This is an optimization exercise on Yosys and OpenROAD, whose aim is small area, not a production implementation.
Function was checked by simulation only, so behaviour that the tests miss may differ from the original.
The flow treats the clock pin as an ideal source. Dropping or thinning the clock tree relies on that and would not hold on a real chip.
No activity file was given, so power comes from the tool's default toggle rates.

==> flow/design.v <==
`timescale 1ns / 1ps
module sorting_system(
    input wire clk,
    input wire rst_n,            
    input wire btn_manual_1,
    input wire btn_manual_2,
    input wire sensor_out,
    output wire s0, s1,
    output wire s2, s3,
    output wire led_r, led_g, led_b,
    input wire ir_sensor,
    output wire servo_pwm_1,
    output wire servo_pwm_2,
    output wire led_ir_status
);
    reg [11:0] q;
    wire wrap  = q[11] & q[9] & q[2] & q[1];       
    wire below = ~|q[11:7];                        
    wire eq146 = q[7] & q[6] & q[4] & q[2];
    always @(posedge clk) begin
        if (rst_n | wrap) q <= 12'd66;
        else              q <= q + 12'd1;
    end
    wire [1:0] color;
    color_core cc (
        .clk(clk), .rst(rst_n), .sensor_out(sensor_out), .wrap(wrap),
        .s2(s2), .s3(s3), .color(color),
        .led_r(led_r), .led_g(led_g), .led_b(led_b)
    );
    assign s0 = 1'b1;
    assign s1 = 1'b1;
    reg ir_s1, ir_s2;
    always @(posedge clk) begin
        if (rst_n) begin
            ir_s1 <= 1'b1;
            ir_s2 <= 1'b1;
        end else begin
            ir_s1 <= ir_sensor;
            ir_s2 <= ir_s1;
        end
    end
    wire ir_edge = ir_s2 & ~ir_s1;
    assign led_ir_status = ~ir_s2;
    servo #(.UW(8), .TAPS(8'd184), .S_B(129), .E_W(13708), .M_W(30707), .NXT(27533), .MH_START(22054), .H_E(11562), .M_H(32757)) sv1 (
        .clk(clk), .rst(rst_n), .btn(btn_manual_1),
        .trig(ir_edge & ~color[1] & color[0]),
        .q7(q[6:0]), .below(below), .eq146(eq146), .pwm(servo_pwm_1)
    );
    servo #(.UW(9), .TAPS(9'd272), .S_B(129), .E_W(27730), .M_W(63469), .NXT(55379), .MH_START(38822), .H_E(35882), .M_H(61397)) sv2 (
        .clk(clk), .rst(rst_n), .btn(btn_manual_2),
        .trig(ir_edge & color[1] & ~color[0]),
        .q7(q[6:0]), .below(below), .eq146(eq146), .pwm(servo_pwm_2)
    );
endmodule
module color_core(
    input clk, rst, sensor_out, wrap,
    output reg s2, s3,
    output reg [1:0] color,
    output led_r, led_g, led_b
);
    reg sd1, sd2;
    wire edge_ = sd1 & ~sd2;
    reg [10:0] x, m;
    reg [9:0] s;
    reg [1:0] who;     
    reg off;           
    reg on;
    always @(posedge clk) begin
        if (rst) sd1 <= 1'b0;
        else sd1 <= sensor_out;
    end
    always @(posedge clk) sd2 <= sd1;
    wire red_ch = ~s3, blue_ch = ~s2 & s3, green_ch = s2;
    wire sfull = (s == 10'd712);               
    always @(posedge clk) begin
        if (rst | wrap) x <= 11'd0;
        else if (edge_) x <= {x[9:0], ~(x[10] ^ x[8])};
    end
    reg p;
    wire eq = x == m;
    always @(posedge clk) begin
        if (rst | wrap) p <= 1'b0;
        else if (edge_ & eq) p <= 1'b1;
    end
    always @(posedge clk) begin
        if (rst | (wrap & blue_ch)) s <= 10'd0;
        else if (edge_ & ~wrap & ~sfull) s <= {s[8:0], ~(s[9] ^ s[6])};
    end
    always @(posedge clk) begin
        if (rst) begin s2 <= 1'b0; s3 <= 1'b0; end
        else if (wrap) begin s2 <= ~s2 & s3; s3 <= ~s2; end
    end
    wire gt = p;    
    always @(posedge clk) begin
        if (rst) m <= 11'd0;
        else if (wrap & (green_ch | (red_ch & gt))) m <= x;
    end
    always @(posedge clk) begin
        if (wrap & red_ch) who <= {~gt & ~eq, gt};
        else if (wrap & blue_ch) begin
            if (gt) who <= 2'b11;
            else if (eq) who <= 2'b00;
        end
    end
    always @(posedge clk) if (wrap & blue_ch) off <= ~sfull;
    always @(posedge clk) begin
        if (rst) begin color <= 2'd0; on <= 1'b0; end
        else if (wrap & green_ch) begin
            if (off) on <= 1'b0;
            else if (who != 2'd0) begin color <= who; on <= 1'b1; end
        end
    end
    assign led_r = on & ~color[1] & color[0];
    assign led_g = on & color[1] & ~color[0];
    assign led_b = on & color[1] & color[0];
endmodule
module servo #(
    parameter UW = 9,            
    parameter TAPS = 9'h110,     
    parameter S_B = 129, E_W = 0, M_W = 0, NXT = 0, MH_START = 0, H_E = 0, M_H = 0
)(
    input clk, rst, btn, trig,
    input [6:0] q7,
    input below, eq146,
    output reg pwm
);
    localparam TW = UW + 7;
    localparam [TW-1:0] SETM = MH_START & ~NXT;
    localparam [TW-1:0] CLRM = ~MH_START & NXT;
    localparam IDLE=2'b00, WAIT=2'b01, MH=2'b11, RET=2'b10;
    reg [1:0] st;
    reg [TW-1:0] t;
    wire [UW-1:0] u = t[TW-1:7];
    wire [6:0] l = t[6:0];
    wire [TW-1:0] t_step = {u[UW-2:0], ~^(u & TAPS), l + 7'd1};
    wire wait_end = ((t ^ E_W) & M_W) == 0;
    wire hold_end = ((t ^ H_E) & M_H) == 0;
    wire ret_end  = &l;
    wire idle = (st == IDLE);
    wire to_mh = (st == WAIT) & wait_end;
    always @(posedge clk) begin
        if (idle) t <= btn ? S_B : 0;
        else if (to_mh) t <= (t_step | SETM) & ~CLRM;    
        else t <= t_step;
    end
    always @(posedge clk) begin
        if (rst) begin
            st <= IDLE; pwm <= 1'b0;
        end else begin
            case (st)
                MH:  pwm <= below | (pwm & ~eq146);
                RET: pwm <= below | (pwm & (q7 < ~l));
                default: pwm <= below;
            endcase
            case (st)
                IDLE: if (btn | trig) st <= WAIT;
                WAIT: if (wait_end) st <= MH;
                MH:   if (hold_end) st <= RET;
                default: if (ret_end) st <= trig ? WAIT : IDLE;
            endcase
        end
    end
endmodule
export LEC_CHECK = 0
export CAP_MARGIN = 20
export CORE_MARGIN = 2
export CORE_UTILIZATION = 65
export SLEW_MARGIN = 20
create_clock -name core_clock -period 8.0 [get_ports {clk}]
standard.sh (not shown) runs the stock make flow with config.mk's settings and CLKGATE_MAP_FILE= SYNTH_SCRIPT=/design/flow/synth_recipe.tcl, a recipe that flattens the netlist after the stock synthesis.
==> flow/flow/run.sh <==
#!/bin/bash
# Own flow: the standard flow (standard.sh), with
#  - the combinational logic mapped for area (flow/my_synth.tcl); the registers
#    are checked to be the standard synthesis's, else the standard netlist is kept,
#  - port buffers of the smallest buffer cell,
#  - a flat clock tree of a few clock buffers (flow/cts_hook.tcl).
# Each tool's output goes to a log file of its own in this folder.
set -euo pipefail
W=$(pwd)
R=$W/orfs/results/$FLOW_PLATFORM/sorting_system/base

# 1. standard synthesis: the reference for the registers
bash standard.sh synth > $W/std_synth.log 2>&1
cp $R/1_2_yosys.v $W/std_1_2_yosys.v

# 2. the same synthesis mapped for area, in its own work home
sed -e "s#SYNTH_SCRIPT=[^ ]*#SYNTH_SCRIPT=$W/flow/my_synth.tcl#" \
    -e "s#WORK_HOME=[^ ]*#WORK_HOME=$W/orfs_area#" standard.sh > $W/area_synth.sh
if MY_ABC_SCRIPT=$W/flow/my.abc FLOW_SYNTH_TCL=$W/synth_recipe.tcl \
   bash $W/area_synth.sh synth > $W/area_synth.log 2>&1; then
  A=$W/orfs_area/results/$FLOW_PLATFORM/sorting_system/base/1_2_yosys.v
  if python3 $W/flow/regs.py $W/std_1_2_yosys.v $A > $W/regs_check.log 2>&1; then
    cp $A $R/1_2_yosys.v
    echo "using the area synthesis" >> $W/regs_check.log
  fi
fi

# 3. the rest of the standard flow
MY_CLK_GROUPS=${MY_CLK_GROUPS:-5} MY_CLK_BUF=${MY_CLK_BUF:-sky130_fd_sc_hd__clkbuf_8} \
MY_CLK_ROOT=${MY_CLK_ROOT-sky130_fd_sc_hd__clkbuf_2} \
bash standard.sh \
  "BUFFER_PORTS_ARGS=-buffer_cell sky130_fd_sc_hd__buf_1" \
  "PRE_CTS_TCL=$W/flow/cts_hook.tcl" \
  finish > $W/finish.log 2>&1
Other scripts of this flow, unchanged in this note and not shown: flow/flow/cts_hook.tcl, flow/flow/my.abc, flow/flow/my_synth.tcl, flow/flow/regs.py
Change:
--- a/flow/design.v
+++ b/flow/design.v
@@ -38,18 +38,18 @@
             ir_s1 <= ir_sensor;
             ir_s2 <= ir_s1;
         end
     end
     wire ir_edge = ir_s2 & ~ir_s1;
     assign led_ir_status = ~ir_s2;
-    servo #(.UW(8), .TAPS(8'd184), .S_B(129), .E_W(13708), .M_W(30707), .NXT(27533), .MH_START(22054), .H_E(11562), .M_H(32757)) sv1 (
+    servo #(.W(15), .WAIT_END(26252)) sv1 (
         .clk(clk), .rst(rst_n), .btn(btn_manual_1),
         .trig(ir_edge & ~color[1] & color[0]),
         .q7(q[6:0]), .below(below), .eq146(eq146), .pwm(servo_pwm_1)
     );
-    servo #(.UW(9), .TAPS(9'd272), .S_B(129), .E_W(27730), .M_W(63469), .NXT(55379), .MH_START(38822), .H_E(35882), .M_H(61397)) sv2 (
+    servo #(.W(16), .WAIT_END(50002)) sv2 (
         .clk(clk), .rst(rst_n), .btn(btn_manual_2),
         .trig(ir_edge & color[1] & ~color[0]),
         .q7(q[6:0]), .below(below), .eq146(eq146), .pwm(servo_pwm_2)
     );
 endmodule
 module color_core(
@@ -112,47 +112,47 @@
     end
     assign led_r = on & ~color[1] & color[0];
     assign led_g = on & color[1] & ~color[0];
     assign led_b = on & color[1] & color[0];
 endmodule
 module servo #(
-    parameter UW = 9,            
-    parameter TAPS = 9'h110,     
-    parameter S_B = 129, E_W = 0, M_W = 0, NXT = 0, MH_START = 0, H_E = 0, M_H = 0
+    parameter W = 16,
+    parameter WAIT_END = 50002
 )(
     input clk, rst, btn, trig,
     input [6:0] q7,
     input below, eq146,
     output reg pwm
 );
-    localparam TW = UW + 7;
-    localparam [TW-1:0] SETM = MH_START & ~NXT;
-    localparam [TW-1:0] CLRM = ~MH_START & NXT;
+    localparam [W-1:0] RET_START = {W{1'b1}} - 84;
+    localparam [W-1:0] HOLD_END  = RET_START - 1;
+    localparam [W-1:0] MH_START  = RET_START - 30085;
+    localparam [W-1:0] NXT  = WAIT_END + 1;            
+    localparam [W-1:0] SETM = MH_START & ~NXT;
+    localparam [W-1:0] CLRM = ~MH_START & NXT;
     localparam IDLE=2'b00, WAIT=2'b01, MH=2'b11, RET=2'b10;
     reg [1:0] st;
-    reg [TW-1:0] t;
-    wire [UW-1:0] u = t[TW-1:7];
-    wire [6:0] l = t[6:0];
-    wire [TW-1:0] t_step = {u[UW-2:0], ~^(u & TAPS), l + 7'd1};
-    wire wait_end = ((t ^ E_W) & M_W) == 0;
-    wire hold_end = ((t ^ H_E) & M_H) == 0;
-    wire ret_end  = &l;
+    reg [W-1:0] t;
+    wire wait_end = (t & WAIT_END) == WAIT_END;
+    wire hold_end = (t & HOLD_END) == HOLD_END;
+    wire ret_end  = &t[6:0];
     wire idle = (st == IDLE);
     wire to_mh = (st == WAIT) & wait_end;
+    wire [W-1:0] t_inc = t + 1'b1;
     always @(posedge clk) begin
-        if (idle) t <= btn ? S_B : 0;
-        else if (to_mh) t <= (t_step | SETM) & ~CLRM;    
-        else t <= t_step;
+        if (idle) t <= {{(W-1){1'b0}}, btn};
+        else if (to_mh) t <= (t_inc | SETM) & ~CLRM;    
+        else t <= t_inc;
     end
     always @(posedge clk) begin
         if (rst) begin
             st <= IDLE; pwm <= 1'b0;
         end else begin
             case (st)
                 MH:  pwm <= below | (pwm & ~eq146);
-                RET: pwm <= below | (pwm & (q7 < ~l));
+                RET: pwm <= below | (pwm & (q7 < ~t[6:0]));
                 default: pwm <= below;
             endcase
             case (st)
                 IDLE: if (btn | trig) st <= WAIT;
                 WAIT: if (wait_end) st <= MH;
                 MH:   if (hold_end) st <= RET;
What happened:
- hold slack barely changes
- die area increases by 1.4%
- area after synthesis went up by 1.5%
- critical path depth shrinks by 1
- via count is higher by 5.5%
- setup slack degrades by 480 ps
- power decreases by 0.40%
- first-iteration DRC count is higher by 26%
- combinational power hardly moves
- routed wire length rose by 6.7%
- final area rose by 1.4%
In every run of this note, the design's own scripts or RTL, not TritonCTS, make the clock network.

==> separate check: timing with driven ports <==
Ports are ideal in the flow. The routed layouts listed here were re-timed in OpenROAD.
Step 1: set_driving_cell puts a clkbuf_16 on clk and a buf_2 on each other input, an assumption about the parent block.
Step 2 times the ports against the registers' clock, not the clock port: input delays grow and output delays shrink by t, the midpoint of the rising clock arrivals with the driver on.
a / b / c = no drivers / after step 1 / after step 2; a / b = the first two.
run	shift t [ns]	setup WS [ns]	worst register clock-pin slew, ns	worst slew at a driven data input, ns	pins driven straight from the clock port
the first run	0.481	5.058 / 5.060 / 4.579	0.11 / 0.11	0.03	1
the second run	0.484	4.580 / 4.581 / 4.097	0.11 / 0.11	0.04	1
After both steps setup and hold are still met in every run listed. For the second run, which loses most, drivers alone change the setup slack by +0.001 ns; drivers and shift together by -0.483 ns.
